This is an optimization exercise on Yosys and OpenROAD, whose aim is small area, a short achievable clock period and few clock cycles, not a production implementation.
RTL that was checked went through simulation tests only; none was proved equivalent to the original.
Only the layout flow was run in runs 1 and 2; the RTL was not checked for function there.
Power and IR drop assume default switching activity.

==> design/flow/design.v <==
module calc(
    input clk,
    input rst_n,
    input [7:0] num,
    input [2:0] op,
    input start,
    output [15:0] result,
    output [15:0] display_val,
    output [2:0] led_op,
    output stop
);
localparam ADD = 3'd6;
localparam SUB = 3'd5;
localparam MUL = 3'd4;
localparam DIV = 3'd1;
localparam ENT = 3'd2;
localparam CLR = 3'd3;
reg [15:0] a, b, r;
reg [2:0]  o;           
reg        stp;         
reg        busy;        
reg        show_b, show_r;
reg [3:0]  cnt;         
reg        algn;        
reg        fix;         
reg        sg;          
reg        bneg;        
wire ph = |o;
assign result = r;
assign display_val = show_b ? b : (show_r ? r : a);
assign led_op = o;
assign stop = stp;
wire is_add = (o == ADD);
wire is_sub = (o == SUB);
wire is_mul = (o == MUL);
wire is_div = (o == DIV);
wire div_run = busy & is_div & ~fix;
wire sel_a = (~busy & (is_add | is_sub | is_div)) | div_run;
wire inv_a = ~busy & is_div & a[15];
wire sel_r = busy & (is_mul | fix);
wire y_en  = is_add | is_sub | (is_mul & a[0]) | div_run;
wire y_inv = (~busy & is_sub) | (div_run & ~bneg);
wire ci    = y_inv | inv_a | (busy & fix);
wire [15:0] x = sel_a ? (a ^ {16{inv_a}}) : (sel_r ? r : 16'd0);
wire [15:0] y = (b & {16{y_en}}) ^ {16{y_inv}};
wire [15:0] s;
wire        co;
rca #(16) u_add(.x(x), .y(y), .ci(ci), .s(s), .co(co));
wire [15:0] cur = ph ? b : a;
wire [15:0] c10;
rca #(13) u_x10(.x(cur[12:0]), .y(cur[14:2]), .ci(1'b0), .s(c10[15:3]), .co());
assign c10[2:0] = {cur[1:0], 1'b0};
wire [7:0] hi1 = c10[15:8] + 8'd1;
wire [7:0] lo;
wire       c8;
cla8 u_lo(.x(c10[7:0]), .y(num), .s(lo), .co(c8));
wire [15:0] dg = {c8 ? hi1 : c10[15:8], lo};
wire [15:0] pm;         
assign pm[15] = a[15];
genvar gi;
generate
    for (gi = 14; gi >= 0; gi = gi - 1) begin : g_pm
        assign pm[gi] = pm[gi+1] | a[gi];
    end
endgenerate
wire fits = y[15] & (y[14] | ~bneg) & ~|(~y[14:0] & ~pm[15:1]) & ~&cnt;
wire req    = start & ~stp & ~busy;
wire q_dig  = req & (op == 3'd0);
wire q_clr  = req & (op == CLR);
wire q_ent  = req & (op == ENT) & ph;
wire q_opk  = req & (op == ADD || op == SUB || op == MUL || op == DIV) & ~ph;
wire mul_last = ~|a[15:1];
wire b_mul   = busy & is_mul;
wire b_fix   = busy & is_div & fix;
wire b_shift = div_run & algn & fits;
wire b_step  = div_run & ~(algn & fits);
wire last    = b_step & (cnt == 4'd0);
wire done    = (b_mul & mul_last) | b_fix | (last & ~sg);
wire e_mul = q_ent & is_mul;
wire e_div = q_ent & is_div;
wire e_as  = q_ent & (is_add | is_sub);
wire a_dg  = q_dig & ~ph;
wire a_s   = e_div | (b_step & co & ~last);
wire a_sh  = e_mul | b_mul;
wire a_clr = q_clr | e_as | last;
wire a_hld = ~(a_dg | a_s | a_sh | a_clr);
wire b_dg  = q_dig & ph;
wire b_shl = e_mul | b_mul | b_shift;
wire b_shr = b_step;
wire b_clr = q_clr | q_opk;
wire b_hld = ~(b_dg | b_shl | b_shr | b_clr);
wire r_s   = e_as | e_mul | b_mul | b_fix;
wire r_sh  = b_step;
wire r_ini = e_div;
wire r_clr = q_clr;
wire r_hld = ~(r_s | r_sh | r_ini | r_clr);
wire sgn = a[15] ^ b[15];
always @(posedge clk) begin
    if (~rst_n) begin
        a <= 0; b <= 0; r <= 0;
    end else begin
        a <= ({16{a_dg}} & dg) | ({16{a_s}} & s) |
             ({16{a_sh}} & {1'b0, a[15:1]}) | ({16{a_hld}} & a);
        b <= ({16{b_dg}} & dg) | ({16{b_shl}} & {b[14:0], 1'b0}) |
             ({16{b_shr}} & {bneg, b[15:1]}) | ({16{b_hld}} & b);
        r <= ({16{r_s}} & s) | ({16{r_sh}} & {r[14:0], co ^ sg}) |
             {16{r_ini & sgn}} | ({16{r_hld}} & r);
    end
end
always @(posedge clk) begin
    if (~rst_n) begin
        o <= 0; stp <= 0; busy <= 0; show_b <= 0; show_r <= 0;
        cnt <= 0; algn <= 0; fix <= 0; sg <= 0; bneg <= 0;
    end else begin
        if (stp & ~start) stp <= 0;
        if (req | done) stp <= 1;
        if ((e_mul & ~mul_last) | e_div) begin busy <= 1; stp <= 0; end
        if (done) busy <= 0;
        if (q_opk) o <= op;
        if (q_clr | e_as | (e_mul & mul_last) | done) o <= 0;
        if (q_dig) begin show_b <= ph; show_r <= 0; end
        if (q_clr | q_ent) begin show_b <= 0; show_r <= 1; end
        if (e_div) begin
            sg <= sgn; bneg <= b[15];
            cnt <= 0; algn <= 1; fix <= 0;
        end
        if (b_shift) cnt <= cnt + 4'd1;
        if (b_step) begin
            algn <= 0;
            cnt <= cnt - 4'd1;
            if (cnt == 4'd0 && sg) fix <= 1;
        end
        if (b_fix) fix <= 0;
    end
end
endmodule
module rca #(parameter W = 16) (
    input  [W-1:0] x,
    input  [W-1:0] y,
    input          ci,
    output [W-1:0] s,
    output         co
);
wire [W:0] c;
assign c[0] = ci;
assign co = c[W];
genvar i;
generate
    for (i = 0; i < W; i = i + 1) begin : g
        assign s[i] = x[i] ^ y[i] ^ c[i];
        assign c[i+1] = (x[i] & y[i]) | (c[i] & (x[i] ^ y[i]));
    end
endgenerate
endmodule
module cla8 (
    input  [7:0] x,
    input  [7:0] y,
    output [7:0] s,
    output       co
);
wire [7:0] g0 = x & y;
wire [7:0] p0 = x ^ y;
wire [7:0] g1, p1, g2, p2, g3;
assign g1[0] = g0[0];                 assign p1[0] = p0[0];
genvar i;
generate
    for (i = 1; i < 8; i = i + 1) begin : l1
        assign g1[i] = g0[i] | (p0[i] & g0[i-1]);
        assign p1[i] = p0[i] & p0[i-1];
    end
    for (i = 0; i < 2; i = i + 1) begin : l2a
        assign g2[i] = g1[i]; assign p2[i] = p1[i];
    end
    for (i = 2; i < 8; i = i + 1) begin : l2
        assign g2[i] = g1[i] | (p1[i] & g1[i-2]);
        assign p2[i] = p1[i] & p1[i-2];
    end
    for (i = 0; i < 4; i = i + 1) begin : l3a
        assign g3[i] = g2[i];
    end
    for (i = 4; i < 8; i = i + 1) begin : l3
        assign g3[i] = g2[i] | (p2[i] & g2[i-4]);
    end
endgenerate
assign s = p0 ^ {g3[6:0], 1'b0};
assign co = g3[7];
endmodule
==> design/flow/run.sh <==
#!/bin/bash
# synth_recipe.tcl (not shown) runs the flow's synth.tcl, then flattens the netlist and writes it again
# the make line also repeats each setting of config.mk as NAME=value (left out here)
make -C /OpenROAD-flow-scripts/flow DESIGN_CONFIG=/design/flow/config.mk WORK_HOME=/design/flow/orfs CLKGATE_MAP_FILE= SYNTH_SCRIPT=/design/flow/synth_recipe.tcl finish
==> design/flow/config.mk <==
export PLATFORM = sky130hd
export DESIGN_NAME = calc
export DESIGN_NICKNAME = calc
export VERILOG_FILES = /design/flow/design.v
export SDC_FILE = /design/flow/constraint.sdc
export NUM_CORES = 4
export LEC_CHECK = 0
export CAP_MARGIN = 20
export CORE_MARGIN = 2
export CORE_UTILIZATION = 40
export PLACE_DENSITY = 0.6
export SLEW_MARGIN = 20
==> design/flow/constraint.sdc <==
create_clock -name core_clock -period 55.0 [get_ports {clk}]
set_input_delay 11.0000 -clock core_clock [delete_from_list [all_inputs] [get_ports {clk}]]
set_output_delay 11.0000 -clock core_clock [all_outputs]
set_load 0.01 [all_outputs]
==> results of run 1 <==
==> path summary, 6_finish.rpt <==
check / cells after the start / endpoint / startpoint
worst max-delay path: 9 / b[6] / start
worst min register to register: 2 / r[3] / r[3]
worst min-delay path: 2 / r[3] / r[3]
worst max register to register: 24 / a[5] / o[2]
==> sequential cells by signal, indices dropped and copies added (netlist names) <==
signal,cells
a,16
algn,1
b,16
bneg,1
busy,1
cnt,4
fix,1
o,3
r,16
sg,1
show_b,1
show_r,1
stp,1
==> cells in the mapped netlist (8+ instances only) <==
cell / n / share of area (%)
ha_1: 12 / 2.6
xnor2_1: 21 / 3.2
xor2_1: 22 / 3.3
buf_2: 10 / 0.86
o21ai_0: 65 / 5.6
nand3_1: 38 / 3.3
a221oi_1: 16 / 2.4
fa_1: 28 / 9.6
inv_1: 27 / 1.7
nor3_1: 11 / 0.95
nor2_1: 38 / 2.5
a22o_1: 9 / 1.4
a21oi_1: 52 / 4.5
clkbuf_1: 44 / 2.8
mux2i_1: 28 / 4.8
nand2_1: 82 / 5.3
a222oi_1: 15 / 2.6
o2bb2ai_1: 11 / 1.7
dfxtp_1: 63 / 22
a311oi_1: 11 / 1.7
or3_1: 8 / 0.86
==> report_power, final <==
group / internal [uW] / switching [uW] / leakage [uW]
logic: 4.40 / 7.37 / 0.00162
registers: 46.0 / 1.23 / 0.000509
clock network: 43.1 / 22.1 / 0.000165
total: 93.4 / 30.7 / 0.00229
==> stage by stage <==
| step | setup WS (ns) | std cells | hold slack [ns] | util, % |
|---|---|---|---|---|
| 2_1_floorplan | 42.02 | 727 | 0.478 | - |
| 3_3_place_gp | 40.99 | 907 | 0.509 | 44.1 |
| 3_5_place_dp | 40.86 | 907 | 0.512 | 44.1 |
| 4_1_cts | 41.18 | 922 | 0.522 | 46.4 |
| 5_1_grt | 41.26 | 923 | 0.551 | 46.6 |
| 6_report | 41.48 | 923 | 0.526 | 46.6 |
==> logic make-up (layout without fill, tap and decap cells) <==
kind of cell    count (synthesis)  count (layout)  synth area share (%)
compound gates                239             239                  29.1
simple gates                  219             219                  18.4
buf+inv                        92             104                  6.70
flops                          63              63                  21.7
xor+xnor                       43              43                  6.48
fa+ha+maj                      40              40                  12.2
mux                            31              31                  5.40
==> layout make-up <==
class	instances	area share [%]
timing repair buffer	61	8.74
sequential	63	18.9
clock buffer	12	3.98
inverter	28	1.57
tap	184	3.44
multi-input combinational	572	62.4
clock inverter	3	0.973
==> worst max-delay path, stage by stage <==
cell and delay (ns):
clkdlybuf4s50_1 0.49, nor4b_1 0.47, and2_1 0.24, nand2_1 0.13, a21boi_2 0.69, nor4b_2 0.10, buf_4 0.23, a222oi_1 0.25
a21oi_1 0.11
==> metal layers <==
| layer | track usage (%) | vias up | routed length (um) |
|---|---|---|---|
| li1 | - | 2708 | - |
| met1 | 35.3 | 2910 | 8860 |
| met2 | 43.1 | 311 | 9810 |
| met3 | 5.24 | 52 | 1530 |
| met4 | 10.1 | 0 | 609 |
| met5 | 0 | - | 0 |
==> results.cfg, run 1 <==
[timing]
max_freq_mhz = 74.0
fin_crit_sh_pct = 24.6
max_slew.worst_pin.slew_ns = 1.18
rsz0062_at_grt = false
fin_setup_tns_ns = 0
timing.slew.headroom_pct = 21.2
drv_slew = 0
finalHoldViolCount = 0
finalCriticalPeriod_ns = 13.52
worst_clock_skew_ns = 0.00785
setup_viol = 0

[yosys]
synthesis.nets = 781
ys.flop_type = dfxtp_1
ys_ff_latch = 63
synthArstFlopShare_pct = 0
synth_area_um2 = 5810
ys_warn_count = 1
syn_inst = 727
synth_cell_type_count = 74
avgSynthCellArea_um2 = 7.99
synth-edff-count = 0
seq_area_frac_synth_pct = 21.7

[floorplanning]
start_util_pct = 40.4
die_height_um = 125
row_count = 44
dieArea_um2 = 15500
die_w_um = 125
ios = 50
core_um2 = 14400

[status]
status = timing/DRC/antenna clean

[clock_network]
holdBufCountCts = 0
htreeDepth = 3
insertion_delay_ns = 0.35
cts_post_setup_buffers_inserted = 0
cts_root_buffer = clkbuf_16
clkTransAtPathRegs_ns = 0.06
cts_tree = built
cts_buffers = 9
clk_path_buf_depth = 2
cts_sinks = 63
cts_resized = 0

[finish]
nNetsFinal = 789
antennaDiodeCount = 0
final_cell_mix = nand2_1, o21ai_0, dfxtp_1
final_common_cell = nand2_1
design_area_um2 = 6690
multiInputGateArea_um2 = 4170
regArea_um2 = 1260
drive_gt1_share_pct = 6.50
n_fill_cell = 1426
syn_to_final_growth_pct = 15.1

[setup_path]
critPathLaunchType = input port
critPathKind = input port to flip-flop
arrival_ns = 13.72
required_ns = 55.20
crit_fanout = 18
ff2ff_setup_slack_ns = 43.10
end_kind = flip-flop

[grt]
grt_max_degree = 46
overflow = 0
antenna_found_initial = 0
track_usage_pct = 26.7
first_global_vias = 5783
grt_pass1_wl_um = 32800

[drt]
drt_iter0_markers = 722
final_antenna_net_count = 0
drc = 0
post_drt_wl_per_cell_um = 22.5
dr.pass1.iters = 7
vias = 5981
via_per_inst = 6.48
postRouteWirelength_um = 20800

[worst_hold_path]
hold_path.class = flip-flop to flip-flop

[placement]
place_area_um2 = 6340
hpwl_um = 14500
place.gp.congestion = 0.897
port_buffers = 49

[run]
max_cap_viol_count = 0

[power_and_ir_drop]
p_per_area_nw_per_um2 = 18.6
finalPower_uw = 124
power.leakage_uw = 0.00229
vdd_drop_max_v = 0.0000126
==> run 2, diff against run 1 <==
==> design/flow/flow/run.sh (new file) <==
#!/bin/bash
# Layout flow: the standard flow, unchanged (keeps copies of the standard flow's scripts for reference).
cp standard.sh standard_sh.log
cp synth_recipe.tcl synth_recipe_tcl.log
cp config.mk config_mk.log
bash standard.sh > standard.log 2>&1
==> design/flow/standard.sh (new file) <==
#!/bin/bash
# synth_recipe.tcl (not shown) runs the flow's synth.tcl, then flattens the netlist and writes it again
# the make line also repeats each setting of config.mk as NAME=value (left out here)
make -C /OpenROAD-flow-scripts/flow DESIGN_CONFIG=/design/flow/config.mk WORK_HOME=/design/flow/orfs CLKGATE_MAP_FILE= SYNTH_SCRIPT=/design/flow/synth_recipe.tcl "${@:-finish}"
removed: design/flow/run.sh
==> run 2 against run 1 <==
Final area stayed put. Register-to-register slack hardly changed. Hold slack stayed put. Clock power hardly changed. Largest cell class unchanged.
==> results.cfg, run 2 <==
[power_and_ir_drop]
p_per_area_nw_per_um2 = 18.6
power.leakage_uw = 0.00229
vdd_drop_max_v = 0.0000126

[grt]
antenna_found_initial = 0
first_global_vias = 5783
overflow = 0
track_usage_pct = 26.7
grt_pass1_wl_um = 32800
grt_max_degree = 46

[drt]
drc = 0
final_antenna_net_count = 0
vias = 5981
via_per_inst = 6.48
drt_iter0_markers = 722
dr.pass1.iters = 7
postRouteWirelength_um = 20800
post_drt_wl_per_cell_um = 22.5

[setup_path]
critPathKind = input port to flip-flop
critPathLaunchType = input port
cp_top_family = compound AO/OA/AOI/OAI gates
path_buf_inv = 2
required_ns = 55.20
arrival_ns = 13.72
end_kind = flip-flop
cpPeakStageDelay_ns = 0.69
crit_fanout = 18
critPathSlowestCell = a21boi_2
crit_chain = clkdlybuf4s50_1 -> nor4b_1 -> and2_1 -> nand2_1 -> a21boi_2 -> nor4b_2 -> buf_4 -> a222oi_1 -> a21oi_1
reg2regPathDepth = 24
path_depth = 9

[clock_network]
insertion_delay_ns = 0.35
cts_sinks = 63
clk_path_buf_depth = 2
clkTransAtPathRegs_ns = 0.06
cts_resized = 0
cts_post_setup_buffers_inserted = 0
cts_root_buffer = clkbuf_16
holdBufCountCts = 0
cts_buffers = 9
htreeDepth = 3
cts_tree = built

[yosys]
synth_cell_type_count = 74
ys_ff_latch = 63
synth_area_leader_cell = dfxtp_1
syn_inst = 727
ys_warn_count = 1
ys.flop_type = dfxtp_1
synth_top_area_share_pct = 21.7
synthTopCellsByCount = nand2_1, o21ai_0, dfxtp_1, a21oi_1, clkbuf_1
synth_area_um2 = 5810
avgSynthCellArea_um2 = 7.99
yosys.cell_count.top_type = nand2_1
synthArstFlopShare_pct = 0
seq_area_frac_synth_pct = 21.7
yosys-top-cells-area = dfxtp_1, fa_1, o21ai_0
synth-edff-count = 0
synthesis.nets = 781

[timing]
hold_ws_ns = 0.526
max_slew.worst_pin.slew_ns = 1.18
timing.slew.headroom_pct = 21.2
finalCriticalPeriod_ns = 13.52
finalHoldViolCount = 0
fin_setup_tns_ns = 0
fin_crit_sh_pct = 24.6
max_freq_mhz = 74.0
rsz0062_at_grt = false
setup_viol = 0
worst_clock_skew_ns = 0.00785
drv_slew = 0

[floorplanning]
row_count = 44
start_util_pct = 40.4
die_w_um = 125
die_height_um = 125
dieArea_um2 = 15500
ios = 50
core_um2 = 14400

[placement]
port_buffers = 49
place.gp.congestion = 0.897
hpwl_um = 14500
placedCellCount = 907

[finish]
drive_gt1_share_pct = 6.50
layout.cells.non_filler = 923
final_common_cell = nand2_1
nNetsFinal = 789
n_fill_cell = 1426
syn_to_final_growth_pct = 15.1
antennaDiodeCount = 0
final_cell_mix = nand2_1, o21ai_0, dfxtp_1
reg_top3 = a: 16 flops, b: 16 flops, r: 16 flops

[worst_hold_path]
hold_path.class = flip-flop to flip-flop
hold_depth = 2

[status]
status = timing/DRC/antenna clean

[run]
max_cap_viol_count = 0
[run 2: area by class of cell]
cell class,instances,area (um^2),share of cell area (%)
Multi-Input combinational cell,572,4170,62.4
Sequential cell,63,1260,18.9
Timing Repair Buffer,61,584,8.74
Clock buffer,12,267,3.98
Tap cell,184,230,3.44
Inverter,28,105,1.57
Clock inverter,3,65.1,0.973
[run 2: path summary, 6_finish.rpt]
kind	startpoint	endpoint	slack (ns)
max	start	b[6]	41.48
min	r[3]	r[3]	0.53
max reg2reg	o[2]	a[5]	43.10
min reg2reg	r[3]	r[3]	0.53
[run 2: metrics by stage]
stage                     utilization, %  total power (uW)  setup WS [ns]  area, um^2
after floorplan                        -              55.5          42.02        5810
after global placement              44.1              59.4          40.99        6340
after detailed placement            44.1              59.6          40.86        6340
after CTS                           46.4               124          41.18        6670
after global routing                46.6               127          41.26        6690
final                               46.6               124          41.48        6690
[run 2: cell families (layout without fill, tap and decap cells)]
| group | Yosys count | after routing | share of synthesized area [%] |
|---|---|---|---|
| adder cells (fa/ha/maj) | 40 | 40 | 12.2 |
| AO/OA/AOI/OAI | 239 | 239 | 29.1 |
| buffers and inverters | 92 | 104 | 6.70 |
| multiplexers | 31 | 31 | 5.40 |
| flip-flops | 63 | 63 | 21.7 |
| AND/OR/NAND/NOR | 219 | 219 | 18.4 |
| XOR/XNOR | 43 | 43 | 6.48 |
[run 2: power breakdown]
group	leakage [uW]	switching [uW]	internal (uW)
Clock	0.000165	22.1	43.1
Combinational	0.00162	7.37	4.40
Sequential	0.000509	1.23	46.0
Total	0.00229	30.7	93.4
[run 2: worst register-to-register path: stages, from the launching register on]
cell      delay, ns
dfxtp_1        0.56
nor2b_1        0.35
and2_0         0.38
nand3_1        0.90
xor2_1         0.38
o21ai_0        0.13
fa_1           0.43
fa_1           0.46
fa_1           0.47
fa_1           0.49
fa_1           0.51
fa_1           0.48
fa_1           0.46
fa_1           0.47
fa_1           0.46
fa_1           0.46
fa_1           0.49
fa_1           0.48
fa_1           0.49
fa_1           0.48
fa_1           0.48
fa_1           0.72
nand2b_1       0.27
a21oi_2        0.76
a221o_1        0.30
[run 2: layer usage]
layer / global-route usage (%) / wire length [um]
met1: 35.3 / 8860
met5: 0 / 0
met3: 5.24 / 1530
met2: 43.1 / 9810
met4: 10.1 / 609
==> run 3, diff against run 2 <==
--- a/design/flow/design.v
+++ b/design/flow/design.v
@@ -35,18 +35,18 @@
 wire is_mul = (o == MUL);
 wire is_div = (o == DIV);
 wire div_run = busy & is_div & ~fix;
-wire sel_a = (~busy & (is_add | is_sub | is_div)) | div_run;
-wire inv_a = ~busy & is_div & a[15];
+wire sel_a = (~busy & (is_add | is_sub)) | div_run;
+wire inv_a = ~busy & is_sub;
 wire sel_r = busy & (is_mul | fix);
-wire y_en  = is_add | is_sub | (is_mul & a[0]) | div_run;
-wire y_inv = (~busy & is_sub) | (div_run & ~bneg);
+wire y_en  = is_add | is_sub | (is_mul & a[0]) | is_div & ~fix;
+wire y_inv = (~busy & is_div & b[15]) | (div_run & ~bneg);
 wire ci    = y_inv | inv_a | (busy & fix);
 wire [15:0] x = sel_a ? (a ^ {16{inv_a}}) : (sel_r ? r : 16'd0);
 wire [15:0] y = (b & {16{y_en}}) ^ {16{y_inv}};
 wire [15:0] s;
 wire        co;
 rca #(16) u_add(.x(x), .y(y), .ci(ci), .s(s), .co(co));
-wire [15:0] cur = ph ? b : a;
+wire [15:0] cur = a;
 wire [15:0] c10;
 rca #(13) u_x10(.x(cur[12:0]), .y(cur[14:2]), .ci(1'b0), .s(c10[15:3]), .co());
 assign c10[2:0] = {cur[1:0], 1'b0};
@@ -79,16 +79,15 @@
 wire e_mul = q_ent & is_mul;
 wire e_div = q_ent & is_div;
 wire e_as  = q_ent & (is_add | is_sub);
-wire a_dg  = q_dig & ~ph;
+wire a_dg  = q_dig;
 wire a_s   = e_div | (b_step & co & ~last);
 wire a_sh  = e_mul | b_mul;
-wire a_clr = q_clr | e_as | last;
+wire a_clr = q_clr | q_opk | e_as | last;
 wire a_hld = ~(a_dg | a_s | a_sh | a_clr);
-wire b_dg  = q_dig & ph;
+wire b_a   = q_opk | e_div;
 wire b_shl = e_mul | b_mul | b_shift;
 wire b_shr = b_step;
-wire b_clr = q_clr | q_opk;
-wire b_hld = ~(b_dg | b_shl | b_shr | b_clr);
+wire b_hld = ~(b_a | b_shl | b_shr);
 wire r_s   = e_as | e_mul | b_mul | b_fix;
 wire r_sh  = b_step;
 wire r_ini = e_div;
@@ -97,15 +96,17 @@
 wire sgn = a[15] ^ b[15];
 always @(posedge clk) begin
     if (~rst_n) begin
-        a <= 0; b <= 0; r <= 0;
+        a <= 0; r <= 0;
     end else begin
         a <= ({16{a_dg}} & dg) | ({16{a_s}} & s) |
              ({16{a_sh}} & {1'b0, a[15:1]}) | ({16{a_hld}} & a);
-        b <= ({16{b_dg}} & dg) | ({16{b_shl}} & {b[14:0], 1'b0}) |
-             ({16{b_shr}} & {bneg, b[15:1]}) | ({16{b_hld}} & b);
         r <= ({16{r_s}} & s) | ({16{r_sh}} & {r[14:0], co ^ sg}) |
              {16{r_ini & sgn}} | ({16{r_hld}} & r);
     end
+end
+always @(posedge clk) begin
+    b <= ({16{b_a}} & a) | ({16{b_shl}} & {b[14:0], 1'b0}) |
+         ({16{b_shr}} & {bneg, b[15:1]}) | ({16{b_hld}} & b);
 end
 always @(posedge clk) begin
     if (~rst_n) begin
@@ -118,10 +119,11 @@
         if (done) busy <= 0;
         if (q_opk) o <= op;
         if (q_clr | e_as | (e_mul & mul_last) | done) o <= 0;
-        if (q_dig) begin show_b <= ph; show_r <= 0; end
+        if (q_dig) begin show_b <= 0; show_r <= 0; end
+        if (q_opk & ~show_r) show_b <= 1;
         if (q_clr | q_ent) begin show_b <= 0; show_r <= 1; end
         if (e_div) begin
-            sg <= sgn; bneg <= b[15];
+            sg <= sgn; bneg <= a[15];
             cnt <= 0; algn <= 1; fix <= 0;
         end
         if (b_shift) cnt <= cnt + 4'd1;
==> design/flow/run.sh (new file) <==
#!/bin/bash
# synth_recipe.tcl (not shown) runs the flow's synth.tcl, then flattens the netlist and writes it again
# the make line also repeats each setting of config.mk as NAME=value (left out here)
make -C /OpenROAD-flow-scripts/flow DESIGN_CONFIG=/design/flow/config.mk WORK_HOME=/design/flow/orfs CLKGATE_MAP_FILE= SYNTH_SCRIPT=/design/flow/synth_recipe.tcl finish
--- a/design/flow/config.mk
+++ b/design/flow/config.mk
@@ -7,6 +7,6 @@
 export LEC_CHECK = 0
 export CAP_MARGIN = 20
 export CORE_MARGIN = 2
-export CORE_UTILIZATION = 40
-export PLACE_DENSITY = 0.6
+export CORE_UTILIZATION = 70
+export PLACE_DENSITY = 0.8
 export SLEW_MARGIN = 20
removed: design/flow/flow/run.sh
removed: design/flow/standard.sh
==> run 3 against run 2 <==
Global-route usage increased by 12 points. Sequential cell count did not move. Synthesized cell count fell by 13%. Wire length shrank 23%. Critical path depth shrank 1. Total power down 16%. Highest routed layer unchanged. Combinational power is about 10% lower. Fmax shrank 2.6%. First-iteration DRC count is 7.8% higher.
==> results.cfg, run 3 <==
[finish]
antennaDiodeCount = 0
final_cell_mix = nand2_1, dfxtp_1, clkdlybuf4s50_1
layout.cells.non_filler = 748
final_common_cell = nand2_1
reg_top3 = a: 16 flops, b: 16 flops, r: 16 flops
drive_gt1_share_pct = 6.32
n_fill_cell = 477
final_util_pct = 82.3
syn_to_final_growth_pct = 13.0
nNetsFinal = 699

[timing]
timing.slew.headroom_pct = 22.1
drv_slew = 0
setup_viol = 0
fin_crit_sh_pct = 25.2
worst_clock_skew_ns = 0.0115
max_freq_mhz = 72.1
hold_ws_ns = 0.506
finalCriticalPeriod_ns = 13.88
fin_setup_tns_ns = 0
rsz0062_at_grt = false
finalHoldViolCount = 0
max_slew.worst_pin.slew_ns = 1.16

[yosys]
synth_area_um2 = 5310
yosys-top-cells-area = dfxtp_1, fa_1, xnor2_1
synthArstFlopShare_pct = 0
synthesis.nets = 685
avgSynthCellArea_um2 = 8.42
syn_inst = 631
yosys.cell_count.top_type = nand2_1
ys_ff_latch = 63
ys.flop_type = dfxtp_1
synth-edff-count = 0
seq_area_frac_synth_pct = 23.7
synthTopCellsByCount = nand2_1, dfxtp_1, o21ai_0, xnor2_1, clkbuf_1
synth_cell_type_count = 69
synth_top_area_share_pct = 23.7
synth_area_leader_cell = dfxtp_1
ys_warn_count = 1

[clock_network]
cts_resized = 0
holdBufCountCts = 0
insertion_delay_ns = 0.35
cts_post_setup_buffers_inserted = 0
cts_tree = built
htreeDepth = 3
cts_sinks = 63
clk_path_buf_depth = 2
cts_buffers = 9
clkTransAtPathRegs_ns = 0.07
cts_root_buffer = clkbuf_8

[worst_hold_path]
hold_path.class = flip-flop to flip-flop
hold_depth = 2

[power_and_ir_drop]
power.leakage_uw = 0.00212
vdd_drop_max_v = 0.0000136
p_per_area_nw_per_um2 = 17.4

[grt]
first_global_vias = 4995
overflow = 0
grt_pass1_wl_um = 26000
track_usage_pct = 38.9
grt_max_degree = 41
antenna_found_initial = 0

[drt]
postRouteWirelength_um = 16000
via_per_inst = 7.22
drc = 0
final_antenna_net_count = 0
dr.pass1.iters = 11
vias = 5399
post_drt_wl_per_cell_um = 21.4
drt_iter0_markers = 778

[floorplanning]
dieArea_um2 = 8300
start_util_pct = 72.9
core_um2 = 7290
die_w_um = 91.1
ios = 50
die_height_um = 91.1
row_count = 31

[setup_path]
crit_fanout = 18
required_ns = 55.22
critPathLaunchType = input port
reg2regPathDepth = 24
end_kind = flip-flop
critPathKind = input port to flip-flop
arrival_ns = 14.09

[placement]
placedCellCount = 733
hpwl_um = 11000
place.gp.congestion = 0.983
port_buffers = 49

[run]
max_cap_viol_count = 0

[status]
status = timing/DRC/antenna clean
[run 3: path summary, 6_finish.rpt]
kind | from | endpoint | slack [ns]
max reg2reg | o[2] | a[5] | 43.86
min | b[0] | b[1] | 0.51
max | op[0] | a[10] | 41.12
min reg2reg | b[0] | b[1] | 0.51
[run 3: cells by family (layout without fill, tap and decap cells)]
logic type | Yosys count | count (layout) | synth area share [%]
adder cells (fa/ha/maj) | 40 | 40 | 13.4
flip-flops | 63 | 63 | 23.7
buffers and inverters | 87 | 105 | 6.66
AO/OA/AOI/OAI | 192 | 192 | 27.9
AND/OR/NAND/NOR | 177 | 177 | 16.0
XOR/XNOR | 51 | 51 | 8.41
multiplexers | 21 | 21 | 4.00
[run 3: routing by layer]
metal,GRT usage [%],vias to the layer above,part of all wire (%)
li1,-,2352,-
met1,52.0,2551,40
met2,61.2,413,45
met3,8.55,83,11
met4,16.2,0,4.1
met5,0,-,0
[run 3: through the flow]
| step | instance area [um^2] | setup slack [ns] | total power (uW) |
|---|---|---|---|
| 6_report | 6000 | 41.12 | 104 |
| 4_1_cts | 6000 | 41.20 | 103 |
| 2_1_floorplan | 5310 | 42.13 | 55.6 |
| 5_1_grt | 6000 | 40.87 | 107 |
| 3_3_place_gp | 5790 | 41.11 | 59.0 |
| 3_5_place_dp | 5790 | 40.86 | 59.5 |
[run 3: final cells by class]
| type | count | area (um^2) | area share, % |
|---|---|---|---|
| clock buffers | 11 | 141 | 2.35 |
| clock inverters | 4 | 70.1 | 1.17 |
| inverters | 31 | 116 | 1.94 |
| well taps | 99 | 124 | 2.06 |
| repair buffers | 59 | 566 | 9.42 |
| flip-flops and latches | 63 | 1260 | 21.0 |
| multi-input cells | 481 | 3730 | 62.1 |
[run 3: power by group]
part           total [uW]  switching, uW  leakage (uW)  internal (uW)
clock                45.5           19.1      0.000109           26.4
sequential           48.3           2.15      0.000508           46.2
combinational        10.6           6.19       0.00151           4.37
total                 104           27.4       0.00212           76.9
[run 3: worst max-delay path, cell delays in order]
cell             delay (ns)
clkdlybuf4s50_1        0.60
nor2_1                 0.09
a2111oi_0              0.87
inv_1                  0.17
nand2_1                0.54
nor4_1                 0.15
and2_1                 0.43
o2bb2ai_1              0.24
Testbench counts of run 3, summed over its fixed seeds: cycles 28,086.
==> run 4, diff against run 3 <==
==> design/flow/flow/run.sh (new file) <==
#!/bin/bash
# Layout flow: the standard flow with small port buffers and a clock
# tree of small buffers without dummy loads. Each tool's output is in standard.log.
bash standard.sh \
  "BUFFER_PORTS_ARGS=-buffer_cell sky130_fd_sc_hd__buf_2" \
  "CTS_ARGS=-sink_clustering_enable -repair_clock_nets -dont_use_dummy_load -buf_list sky130_fd_sc_hd__clkbuf_4" \
  finish > standard.log 2>&1
==> design/flow/standard.sh (new file) <==
#!/bin/bash
# synth_recipe.tcl (not shown) runs the flow's synth.tcl, then flattens the netlist and writes it again
# the make line also repeats each setting of config.mk as NAME=value (left out here)
make -C /OpenROAD-flow-scripts/flow DESIGN_CONFIG=/design/flow/config.mk WORK_HOME=/design/flow/orfs CLKGATE_MAP_FILE= SYNTH_SCRIPT=/design/flow/synth_recipe.tcl "${@:-finish}"
--- a/design/flow/config.mk
+++ b/design/flow/config.mk
@@ -9,4 +9,4 @@
 export CORE_MARGIN = 2
 export CORE_UTILIZATION = 70
 export PLACE_DENSITY = 0.8
-export SLEW_MARGIN = 20
+export SLEW_MARGIN = 80
removed: design/flow/run.sh
==> run 4 against run 3 <==
Sequential power about the same. Still clean on timing, DRC and antenna. Final area rose by 3.1%. Critical path type unchanged. Largest power group unchanged. Final cell count is 3.6% higher. Critical endpoint is now b[3].
==> results.cfg, run 4 <==
[yosys]
synth_cell_type_count = 69
ys.flop_type = dfxtp_1
ys_warn_count = 1
synth_top_area_share_pct = 23.7
synthArstFlopShare_pct = 0
yosys.cell_count.top_type = nand2_1
avgSynthCellArea_um2 = 8.42
synth_area_leader_cell = dfxtp_1
ys_ff_latch = 63
syn_inst = 631
synth_area_um2 = 5310
yosys-top-cells-area = dfxtp_1, fa_1, xnor2_1
synthesis.nets = 685
synth-edff-count = 0
synthTopCellsByCount = nand2_1, dfxtp_1, o21ai_0, xnor2_1, clkbuf_1
seq_area_frac_synth_pct = 23.7

[grt]
first_global_vias = 5456
grt_max_degree = 38
track_usage_pct = 41.5
antenna_found_initial = 0
overflow = 0
grt_pass1_wl_um = 27700

[placement]
place_area_um2 = 5980
hpwl_um = 11900
port_buffers = 49
place.gp.congestion = 0.941
pre_cts_ws_ns = 39.80

[run]
max_cap_viol_count = 0

[clock_network]
insertion_delay_ns = 0.43
cts_root_buffer = clkbuf_4
clk_path_buf_depth = 2
htreeDepth = 3
cts_tree = built
cts_sinks = 63
holdBufCountCts = 0
cts_resized = 0
cts_post_setup_buffers_inserted = 0
clkTransAtPathRegs_ns = 0.11
cts_buffers = 9

[setup_path]
end_kind = flip-flop
critPathSlowestCell = clkdlybuf4s50_1
worstSetupStartpoint = op[0]
critPathKind = input port to flip-flop
crit_chain = buf_2 -> nor2_2 -> a2111oi_4 -> clkdlybuf4s50_1 -> clkdlybuf4s50_1 -> clkdlybuf4s50_1 -> clkdlybuf4s50_1 -> clkdlybuf4s50_1 -> inv_1 -> nand2_4 -> nor3b_2 -> buf_4 -> a222oi_1 -> nand2_1
r2r_start = o[0]
critPathLaunchType = input port
required_ns = 55.30
crit_fanout = 18
cpMostUsedCell = clkdlybuf4s50_1
arrival_ns = 15.14
ff2ff_setup_slack_ns = 44.37
cpPeakStageDelay_ns = 0.58

[finish]
nNetsFinal = 732
reg_top3 = a: 16 flops, b: 16 flops, r: 16 flops
final_cell_mix = nand2_1, buf_2, xnor2_1
drive_gt1_share_pct = 23.7
n_fill_cell = 463
design_area_um2 = 6190
final_common_cell = nand2_1
syn_to_final_growth_pct = 16.5
antennaDiodeCount = 0

[drt]
postRouteWirelength_um = 17000
vias = 5612
via_per_inst = 7.24
drt_iter0_markers = 974
drc = 0
post_drt_wl_per_cell_um = 22.0
final_antenna_net_count = 0
dr.pass1.iters = 10

[worst_hold_path]
min_from = b[0]
hold_path.class = flip-flop to flip-flop

[timing]
fin_crit_sh_pct = 27.0
finalHoldViolCount = 0
final.setup.worst_slack_ns = 40.16
rsz0062_at_grt = false
drv_slew = 0
worst_clock_skew_ns = 0.0337
max_slew.worst_pin.slew_ns = 0.344
finalCriticalPeriod_ns = 14.84
setup_viol = 0
max_freq_mhz = 67.4
timing.slew.headroom_pct = 77.0
fin_setup_tns_ns = 0

[floorplanning]
dieArea_um2 = 8300
start_util_pct = 72.9
die_height_um = 91.1
ios = 50
row_count = 31
core_um2 = 7290
die_w_um = 91.1

[power_and_ir_drop]
p_per_area_nw_per_um2 = 13.6
power.leakage_uw = 0.00233
vdd_drop_max_v = 0.0000144

[status]
status = timing/DRC/antenna clean
run 4: metrics by stage:
step                total power, uW  utilization, %  hold WS, ns  std cells
CTS                            82.9            82.9        0.509        771
finish                         84.4            84.9        0.529        775
detailed placement             61.1            81.9        0.494        762
global placement               58.2            75.9        0.483        732
global route                   87.2            84.9        0.544        775
floorplan                      55.6               -        0.448        631
run 4: area by class of cell:
cell class	instances	area, um^2	share of cell area (%)
flip-flops and latches	63	1310	21.1
repair buffers	92	564	9.11
inverters	31	116	1.88
clock buffers	9	67.6	1.09
multi-input cells	481	4010	64.8
well taps	99	124	2.00
run 4: cells by family (layout without fill, tap and decap cells):
family                   Yosys count  after routing  share of synthesized area [%]
AND/OR/NAND/NOR                  177            177                           16.0
multiplexers                      21             21                           4.00
buffers and inverters             87            132                           6.66
AO/OA/AOI/OAI                    192            192                           27.9
flip-flops                        63             63                           23.7
adder cells (fa/ha/maj)           40             40                           13.4
XOR/XNOR                          51             51                           8.41
run 4: power by group:
group,internal [uW],switching (uW),total [uW]
Combinational,5.26,7.95,13.2
Sequential,46.1,1.90,48.0
Clock,7.60,15.6,23.2
run 4: metal layers:
layer / GRT usage, % / vias up / part of all wire (%) / routed length, um
met4: 19.7 / 0 / 4.3 / 732
met2: 64.8 / 489 / 45 / 7690
met3: 5.98 / 87 / 13 / 2180
met5: 0 / - / 0 / 0
met1: 56.9 / 2617 / 38 / 6420
li1: - / 2419 / - / -
run 4: final timing paths:
kind / depth (start not counted) / to
setup / recovery: 14 / b[3]
hold / removal: 2 / b[1]
setup reg to reg: 26 / a[11]
hold reg to reg: 2 / b[1]
run 4: critical path: cells and delay by family:
kind | cells | cell delay (ns)
buf+inv | 8 | 3.07
compound gates | 2 | 0.57
simple gates | 4 | 0.50
==> run 5, diff against run 4 <==
--- a/design/flow/config.mk
+++ b/design/flow/config.mk
@@ -9,4 +9,4 @@
 export CORE_MARGIN = 2
 export CORE_UTILIZATION = 70
 export PLACE_DENSITY = 0.8
-export SLEW_MARGIN = 80
+export SLEW_MARGIN = 20
==> run 5 against run 4 <==
Still clean. Worst setup slack better by 1.4 ns. Register-to-register slack worse by 0.52 ns. Total power is 3.1% lower. Largest power group unchanged. Global-route usage is 3.1 points lower. Non-clock buffer count is 34 lower.
==> results.cfg, run 5 <==
[setup_path]
worstSetupStartpoint = op[0]
arrival_ns = 13.68
crit_fanout = 18
crit_end = b[2]
required_ns = 55.29
ff2ff_setup_slack_ns = 43.85
critPathLaunchType = input port
critPathKind = input port to flip-flop
r2r_start = o[2]
reg2regPathDepth = 24
r2r_end = a[2]
end_kind = flip-flop

[yosys]
ys.flop_type = dfxtp_1
yosys.cell_count.top_type = nand2_1
synth_top_area_share_pct = 23.7
seq_area_frac_synth_pct = 23.7
avgSynthCellArea_um2 = 8.42
yosys-top-cells-area = dfxtp_1, fa_1, xnor2_1
synth.area.mux_share_pct = 4.00
synth_area_leader_cell = dfxtp_1
synthArstFlopShare_pct = 0
syn_inst = 631
synthesis.nets = 685
synthTopCellsByCount = nand2_1, dfxtp_1, o21ai_0, xnor2_1, clkbuf_1
synth_top_family_by_area = compound AO/OA/AOI/OAI gates
synth-xor-area-share_pct = 8.41
synth_cell_type_count = 69
synth-compound-area-share_pct = 27.9
synth_fa_ha_area_share_pct = 13.4
ys_ff_latch = 63
synth_area_um2 = 5310
synth-simple-area-share_pct = 16.0
ys_warn_count = 1
synth-edff-count = 0

[clock_network]
htreeDepth = 3
cts_resized = 0
clkTransAtPathRegs_ns = 0.09
insertion_delay_ns = 0.42
holdBufCountCts = 0
cts_sinks = 63
clk_path_buf_depth = 2
cts_post_setup_buffers_inserted = 0
cts_root_buffer = clkbuf_4
cts_buffers = 9
cts_tree = built

[power_and_ir_drop]
power.leakage_uw = 0.00213
vdd_drop_max_v = 0.0000119
finalPower_uw = 81.8
p_per_area_nw_per_um2 = 14.6

[finish]
drive_gt1_share_pct = 13.4
n_fill_cell = 575
final_cell_mix = nand2_1, dfxtp_1, buf_2
final_common_cell = nand2_1
syn_to_final_growth_pct = 5.58
nNetsFinal = 698
reg_top3 = a: 16 flops, b: 16 flops, r: 16 flops
antennaDiodeCount = 0
layout.cells.non_filler = 741

[grt]
grtUsageMet2_pct = 60.1
grt_max_degree = 38
antenna_found_initial = 0
track_usage_pct = 38.4
grt_busiest_layer = met2
grt_use_met1_pct = 52.2
first_global_vias = 5088
gr-usage-met3_pct = 6.39
grt_pass1_wl_um = 25700
overflow = 0

[floorplanning]
core_um2 = 7290
row_count = 31
dieArea_um2 = 8300
ios = 50
die_height_um = 91.1
start_util_pct = 72.9
die_w_um = 91.1

[timing]
finalHoldViolCount = 0
worst_clock_skew_ns = 0.0285
fin_crit_sh_pct = 24.3
drv_slew = 0
hold_ws_ns = 0.510
fin_setup_tns_ns = 0
setup_viol = 0
max_freq_mhz = 74.7
finalCriticalPeriod_ns = 13.39
max_slew.worst_pin.slew_ns = 1.12
rsz0062_at_grt = false
timing.slew.headroom_pct = 25.0

[drt]
drt_iter0_markers = 657
via_per_inst = 7.06
postRouteWirelength_um = 15600
post_drt_wl_per_cell_um = 21.0
dr.pass1.iters = 6
vias = 5231
drc = 0
final_antenna_net_count = 0

[run]
max_cap_viol_count = 0

[worst_hold_path]
min_from = b[0]
hold_path.class = flip-flop to flip-flop

[placement]
placedCellCount = 732
place.gp.congestion = 0.941
hpwl_um = 10900
port_buffers = 49

[status]
status = timing/DRC/antenna clean
run 5: logic make-up (layout without fill, tap and decap cells):
family,Yosys count,in the layout
compound gates,192,192
simple gates,177,177
buf+inv,87,98
mux,21,21
flops,63,63
xor+xnor,51,51
fa+ha+maj,40,40
run 5: through the flow:
stage | cell area, um^2 | setup WS (ns) | utilization (%)
2_1_floorplan | 5310 | 42.13 | -
3_3_place_gp | 5530 | 41.56 | 75.9
3_5_place_dp | 5530 | 41.31 | 75.9
4_1_cts | 5600 | 41.69 | 76.8
5_1_grt | 5610 | 41.47 | 76.9
6_report | 5610 | 41.61 | 76.9
run 5: final cells by class:
cell class	instances	area, um^2	share of cell area (%)
Clock buffer	9	67.6	1.20
Inverter	31	116	2.07
Multi-Input combinational cell	481	3730	66.4
Sequential cell	63	1260	22.5
Tap cell	99	124	2.21
Timing Repair Buffer	58	313	5.58
run 5: critical path, stage by stage:
cell and delay, ns:
buf_2 0.16, nor2_1 0.07, a2111oi_0 0.88, inv_1 0.17, nand2_1 0.52, nor3b_1 0.26, buf_4 0.25, a222oi_1 0.27
nand2_1 0.08
run 5: power by group:
| group | leakage (uW) | internal, uW | switching, uW | total (uW) |
|---|---|---|---|---|
| clock | 0.0000414 | 7.61 | 16.2 | 23.8 |
| combinational | 0.00158 | 3.58 | 6.02 | 9.61 |
| sequential | 0.000509 | 46.2 | 2.19 | 48.4 |
run 5: worst min-delay path by stage:
stage           end  slack [ns]  depth (start not counted)
2_1_floorplan  b[1]        0.45                          2
3_3_place_gp   b[1]        0.48                          2
3_5_place_dp   b[1]        0.49                          2
4_1_cts        b[1]        0.50                          2
5_1_grt        b[1]        0.52                          2
6_report       b[1]        0.51                          2
run 5: per-layer routing:
metal	part of all wire, %	wire, um
met4	3.4	536
met3	11	1690
met1	40	6200
met5	0	0
met2	46	7160
==> run 6, diff against run 5 <==
==> design/flow/flow/run.sh (replaced) <==
#!/bin/bash
# Layout flow: the standard flow with small port buffers and a clock
# tree of small buffers without dummy loads. Each tool's output is in standard.log.
bash standard.sh \
  "BUFFER_PORTS_ARGS=-buffer_cell sky130_fd_sc_hd__buf_1" \
  "CTS_ARGS=-sink_clustering_enable -repair_clock_nets -dont_use_dummy_load -buf_list sky130_fd_sc_hd__clkbuf_4" \
  finish > standard.log 2>&1
--- a/design/flow/config.mk
+++ b/design/flow/config.mk
@@ -7,6 +7,6 @@
 export LEC_CHECK = 0
 export CAP_MARGIN = 20
 export CORE_MARGIN = 2
-export CORE_UTILIZATION = 70
-export PLACE_DENSITY = 0.8
+export CORE_UTILIZATION = 80
+export PLACE_DENSITY = 0.88
 export SLEW_MARGIN = 20
==> run 6 against run 5 <==
Still clean. Sequential cell count stayed put. Final cell count is 2.6% lower. Sequential power hardly changed. Area after synthesis stayed put. Critical path type unchanged. Largest power group unchanged.
==> results.cfg, run 6 <==
[status]
status = timing/DRC/antenna clean

[yosys]
synth_area_um2 = 5310
synthesis.nets = 685
synth_area_leader_cell = dfxtp_1
synth_top_area_share_pct = 23.7
yosys.cell_count.top_type = nand2_1
ys.flop_type = dfxtp_1
yosys-top-cells-area = dfxtp_1, fa_1, xnor2_1
ys_warn_count = 1
synth_cell_type_count = 69
avgSynthCellArea_um2 = 8.42
syn_inst = 631
synth-edff-count = 0
seq_area_frac_synth_pct = 23.7
ys_ff_latch = 63
synthTopCellsByCount = nand2_1, dfxtp_1, o21ai_0, xnor2_1, clkbuf_1
synthArstFlopShare_pct = 0

[grt]
track_usage_pct = 44.6
grt_pass1_wl_um = 25800
antenna_found_initial = 0
grt_max_degree = 38
first_global_vias = 5210
overflow = 0

[clock_network]
cts_buffers = 9
cts_root_buffer = clkbuf_4
holdBufCountCts = 0
cts_resized = 0
htreeDepth = 3
clkTransAtPathRegs_ns = 0.07
insertion_delay_ns = 0.43
cts_post_setup_buffers_inserted = 0
cts_tree = built
clk_path_buf_depth = 2
cts_sinks = 63

[drt]
postRouteWirelength_um = 16100
post_drt_wl_per_cell_um = 22.3
dr.pass1.iters = 12
drt_iter0_markers = 1121
via_per_inst = 7.60
drc = 0
final_antenna_net_count = 0
vias = 5486

[timing]
fin_crit_sh_pct = 24.7
setup_viol = 0
finalCriticalPeriod_ns = 13.60
max_slew.worst_pin.slew_ns = 1.17
timing.slew.headroom_pct = 21.7
finalHoldViolCount = 0
fin_setup_tns_ns = 0
drv_slew = 0
rsz0062_at_grt = false
max_freq_mhz = 73.5
worst_clock_skew_ns = 0.0321

[finish]
antennaDiodeCount = 0
final_cell_mix = nand2_1, dfxtp_1, buf_1
nNetsFinal = 701
reg_top3 = a: 16 flops, b: 16 flops, r: 16 flops
drive_gt1_share_pct = 5.74
syn_to_final_growth_pct = 4.24
final_common_cell = nand2_1

[run]
max_cap_viol_count = 0

[worst_hold_path]
hold_path.class = flip-flop to flip-flop

[power_and_ir_drop]
power.leakage_uw = 0.00195
sw_frac_of_total_pct = 29.8
vdd_drop_max_v = 0.0000185
power.switching_uw = 24.3
seqPwrFrac_pct = 59.3
internal-power_uw = 57.2
p_per_area_nw_per_um2 = 14.7
pwr-share-comb_pct = 11.8
clkPwrFrac_pct = 28.8
finalPower_uw = 81.5

[setup_path]
required_ns = 55.28
end_kind = flip-flop
crit_fanout = 18
critPathLaunchType = input port
critPathKind = input port to flip-flop
arrival_ns = 13.88
ff2ff_setup_slack_ns = 43.88

[floorplanning]
die_height_um = 85.5
die_w_um = 85.5
ios = 50
core_um2 = 6390
row_count = 29
start_util_pct = 83.2
dieArea_um2 = 7310

[placement]
port_buffers = 49
place.gp.congestion = 0.984
hpwl_um = 11200
-- run 6: critical path, stage by stage --
cell and delay [ns]:
buf_1 0.24, nor2_1 0.11, a2111oi_0 0.94, inv_1 0.19, nand2_1 0.55, nor3b_1 0.27, buf_4 0.25, a222oi_1 0.24
nand2_1 0.09
-- run 6: cells by family after synthesis --
kind of cell / after synthesis / synth area share (%)
AO/OA/AOI/OAI: 192 / 27.9
XOR/XNOR: 51 / 8.41
adder cells (fa/ha/maj): 40 / 13.4
buffers and inverters: 87 / 6.66
flip-flops: 63 / 23.7
multiplexers: 21 / 4.00
AND/OR/NAND/NOR: 177 / 16.0
-- run 6: final cells by class --
type                            instances  area (um^2)
Inverter                               31          116
Multi-Input combinational cell        481         3720
Sequential cell                        63         1260
Tap cell                               77         96.3
Timing Repair Buffer                   61          274
Clock buffer                            9         67.6
Fill cell                             363          847
-- run 6: metal layers --
metal	global-route usage (%)	wire length, um	share of wire (%)	vias up
met5	0	0	0	-
met4	20.9	937	5.8	0
met3	9.14	2350	15	109
met2	69.9	7110	44	544
met1	59.7	5730	36	2484
li1	-	-	-	2349
-- run 6: power by group through the flow --
stage	clock, uW	sequential (uW)	combinational (uW)
2_1_floorplan	0	47.8	7.82
3_3_place_gp	0	49.2	8.60
3_5_place_dp	0	49.2	9.17
4_1_cts	23.2	48.2	9.21
5_1_grt	24.7	48.4	10.2
6_report	23.5	48.4	9.63
-- run 6: per-stage QoR --
step | hold WS [ns] | area [um^2] | util (%) | setup slack (ns) | std cells
floorplan | 0.448 | 5310 | - | 42.13 | 631
global placement | 0.478 | 5470 | 85.6 | 41.47 | 713
detailed placement | 0.509 | 5470 | 85.6 | 41.18 | 713
CTS | 0.525 | 5540 | 86.7 | 41.62 | 722
global route | 0.545 | 5540 | 86.7 | 41.26 | 722
finish | 0.531 | 5540 | 86.7 | 41.40 | 722
-- run 6: final timing paths --
check              from     to  cells past startpoint
setup / recovery  op[0]  b[15]                      9
hold / removal     bneg   bneg                      2
setup reg to reg   o[2]   a[6]                     24
hold reg to reg    bneg   bneg                      2
==> run 7, diff against run 6 <==
==> design/flow/flow/run.sh (replaced) <==
#!/bin/bash
# Layout flow: the standard flow with small port buffers, a clock tree of
# small buffers without dummy loads, and timing repair that aims for slack
# well above zero. Each tool's output is in standard.log.
bash standard.sh \
  "BUFFER_PORTS_ARGS=-buffer_cell sky130_fd_sc_hd__buf_2" \
  "CTS_ARGS=-sink_clustering_enable -repair_clock_nets -dont_use_dummy_load -buf_list sky130_fd_sc_hd__clkbuf_4" \
  "SETUP_SLACK_MARGIN=42.5" \
  finish > standard.log 2>&1
--- a/design/flow/config.mk
+++ b/design/flow/config.mk
@@ -7,6 +7,6 @@
 export LEC_CHECK = 0
 export CAP_MARGIN = 20
 export CORE_MARGIN = 2
-export CORE_UTILIZATION = 80
-export PLACE_DENSITY = 0.88
+export CORE_UTILIZATION = 70
+export PLACE_DENSITY = 0.8
 export SLEW_MARGIN = 20
==> run 7 against run 6 <==
Count of clock-buffer cells in the layout did not move. Area after synthesis did not move. Final cell count rose by 4.0%. Worst setup slack improved by 1.1 ns. Core utilization fell by 5.5 points. Largest cell class unchanged. Sequential cell count did not move. Final area rose by 7.0%. Non-clock buffer count rose by 6. Still clean on timing, DRC and antenna. Hold slack got worse by 0.0043 ns. Critical endpoint is now a[9]. Highest routed layer unchanged.
==> results.cfg, run 7 <==
[status]
status = timing/DRC/antenna clean

[drt]
postRouteWirelength_um = 16500
post_drt_wl_per_cell_um = 22.0
via_per_inst = 7.14
final_antenna_net_count = 0
vias = 5364
dr.pass1.iters = 7
drt_iter0_markers = 895
drc = 0

[timing]
timing.slew.headroom_pct = 23.5
fin_setup_tns_ns = 0
finalHoldViolCount = 0
max_freq_mhz = 79.9
rsz0062_at_grt = true
max_slew.worst_pin.slew_ns = 1.14
finalCriticalPeriod_ns = 12.52
fin_crit_sh_pct = 22.8
drv_slew = 0
setup_viol = 0
final.setup.worst_slack_ns = 42.48
worst_clock_skew_ns = 0.0361

[clock_network]
htreeDepth = 3
cts_sinks = 63
insertion_delay_ns = 0.44
cts_root_buffer = clkbuf_4
clk_path_buf_depth = 2
cts_buffers = 9
cts_tree = built
holdBufCountCts = 0
clkTransAtPathRegs_ns = 0.08

[placement]
place_area_um2 = 5580
place.gp.congestion = 1.02
hpwl_um = 11100
pre_cts_ws_ns = 41.71
port_buffers = 49

[yosys]
yosys.cell_count.top_type = nand2_1
avgSynthCellArea_um2 = 8.42
synthTopCellsByCount = nand2_1, dfxtp_1, o21ai_0, xnor2_1, clkbuf_1
yosys-top-cells-area = dfxtp_1, fa_1, xnor2_1
synthArstFlopShare_pct = 0
ys_warn_count = 1
synth_area_um2 = 5310
ys_ff_latch = 63
syn_inst = 631
seq_area_frac_synth_pct = 23.7
synthesis.nets = 685
synth_cell_type_count = 69
synth_top_area_share_pct = 23.7
synth_area_leader_cell = dfxtp_1
synth-edff-count = 0
ys.flop_type = dfxtp_1

[setup_path]
arrival_ns = 12.81
critPathKind = input port to flip-flop
crit_fanout = 8
required_ns = 55.29
critPathLaunchType = input port
end_kind = flip-flop

[finish]
reg_top3 = a: 16 flops, b: 16 flops, r: 16 flops
syn_to_final_growth_pct = 11.5
design_area_um2 = 5920
final_common_cell = nand2_1
antennaDiodeCount = 0
final_cell_mix = nand2_1, dfxtp_1, buf_2
regArea_um2 = 1280
drive_gt1_share_pct = 20.1
final_util_pct = 81.2
nNetsFinal = 708
multiInputGateArea_um2 = 3910
n_fill_cell = 500

[power_and_ir_drop]
seqPwrFrac_pct = 57.6
pwr-share-comb_pct = 14.6
power.switching_uw = 25.1
p_per_area_nw_per_um2 = 14.1
power.leakage_uw = 0.00222
vdd_drop_max_v = 0.0000135
internal-power_uw = 58.5
clkPwrFrac_pct = 27.8
sw_frac_of_total_pct = 30.0

[grt]
overflow = 0
grt_max_degree = 35
first_global_vias = 5210
antenna_found_initial = 0
grt_pass1_wl_um = 26600
track_usage_pct = 39.9

[floorplanning]
start_util_pct = 72.9
die_height_um = 91.1
row_count = 31
ios = 50
dieArea_um2 = 8300
core_um2 = 7290
die_w_um = 91.1

[run]
max_cap_viol_count = 0

[worst_hold_path]
hold_path.class = flip-flop to flip-flop
run 7: changes by cell type in the layout (fill, tap and decap cells not counted), sizes merged:
cell,change
and2,+1
buf,+6
run 7: critical path, stage by stage:
cell	delay [ns]
buf_8	0.10
ha_4	0.20
a21o_1	0.19
a21oi_2	0.20
nor2b_2	0.07
o21ai_2	0.21
a21oi_4	0.13
mux2_4	0.33
a22o_1	0.18
a21oi_1	0.12
o2bb2ai_1	0.07
run 7: path summary, 6_finish.rpt:
path / startpoint / endpoint / slack [ns] / cells past startpoint
setup / recovery: num[2] / a[9] / 42.48 / 11
hold / removal: b[0] / b[1] / 0.53 / 2
setup reg to reg: o[2] / a[1] / 43.96 / 24
hold reg to reg: b[0] / b[1] / 0.53 / 2
run 7: cells by family after synthesis:
group | count (synthesis) | share of synthesized area (%)
flip-flops | 63 | 23.7
adder cells (fa/ha/maj) | 40 | 13.4
buffers and inverters | 87 | 6.66
multiplexers | 21 | 4.00
AND/OR/NAND/NOR | 177 | 16.0
XOR/XNOR | 51 | 8.41
AO/OA/AOI/OAI | 192 | 27.9
run 7: area by class of cell:
type / instances / area share [%]
Inverter: 31 / 1.96
Multi-Input combinational cell: 482 / 66.0
Tap cell: 99 / 2.09
Sequential cell: 63 / 21.7
Timing Repair Buffer: 67 / 7.07
Clock buffer: 9 / 1.14
run 7: stage by stage:
stage / hold slack (ns) / power [uW] / cells
final: 0.526 / 83.6 / 751
after global routing: 0.546 / 85.9 / 751
after CTS: 0.505 / 81.5 / 746
after detailed placement: 0.494 / 59.0 / 730
after global placement: 0.486 / 58.5 / 730
after floorplan: 0.448 / 55.9 / 631
run 7: repair_timing:
item | 4_1_cts | 5_1_grt
setup buffers | 7 | 4
gates resized for setup | 18 | 31
setup endpoints to repair | 64 | 57
gates cloned | 0 | 1
pin swaps | 12 | 10
hold endpoints to repair | 0 | 0
run 7: power groups by stage:
| stage | logic [uW] | registers [uW] | clock network [uW] |
|---|---|---|---|
| after floorplan | 8.12 | 47.8 | 0 |
| after global placement | 9.26 | 49.2 | 0 |
| after detailed placement | 9.70 | 49.3 | 0 |
| after CTS | 10.6 | 48.1 | 22.9 |
| after global routing | 13.0 | 48.3 | 24.6 |
| final | 12.2 | 48.2 | 23.3 |
run 7: metal layers:
metal	GRT usage [%]	up-vias	share of wire [%]
li1	-	2363	-
met1	53.1	2535	40
met2	62.8	391	46
met3	8.05	75	10
met4	17.7	0	4.3
met5	0	-	0

-- re-timing with driven ports --
No port has a modelled driver above. Below, the same layouts with a new extraction and two added sets of constraints.
Step 1 sets driving cells, clkbuf_16 on the clock port and buf_2 on the other inputs (assumed; they add their load-dependent delay and slew).
Step 2 times the ports against the registers' clock, not the clock port: input delays grow and output delays shrink by t, the midpoint of the rising clock arrivals with the driver on.
Three values: ideal ports, drivers, drivers and shift; two values: the first two.
| run | shift t [ns] | setup WS [ns] | slew at the worst register clock pin (ns) |
|---|---|---|---|
| run 1 | 0.378 | 41.484 / 41.492 / 41.114 | 0.06 / 0.06 |
| run 2 | 0.378 | 41.484 / 41.492 / 41.114 | 0.06 / 0.06 |
| run 3 | 0.379 | 41.123 / 41.125 / 40.746 | 0.08 / 0.08 |
| run 4 | 0.439 | 40.162 / 40.166 / 39.727 | 0.12 / 0.12 |
| run 5 | 0.438 | 41.612 / 41.618 / 41.180 | 0.12 / 0.12 |
| run 6 | 0.441 | 41.396 / 41.403 / 40.962 | 0.11 / 0.11 |
| run 7 | 0.447 | 42.481 / 42.469 / 42.022 | 0.12 / 0.12 |
After both steps every run listed still meets setup and hold. For run 7, which loses most, drivers alone change the setup slack by -0.012 ns; drivers and shift together by -0.459 ns.
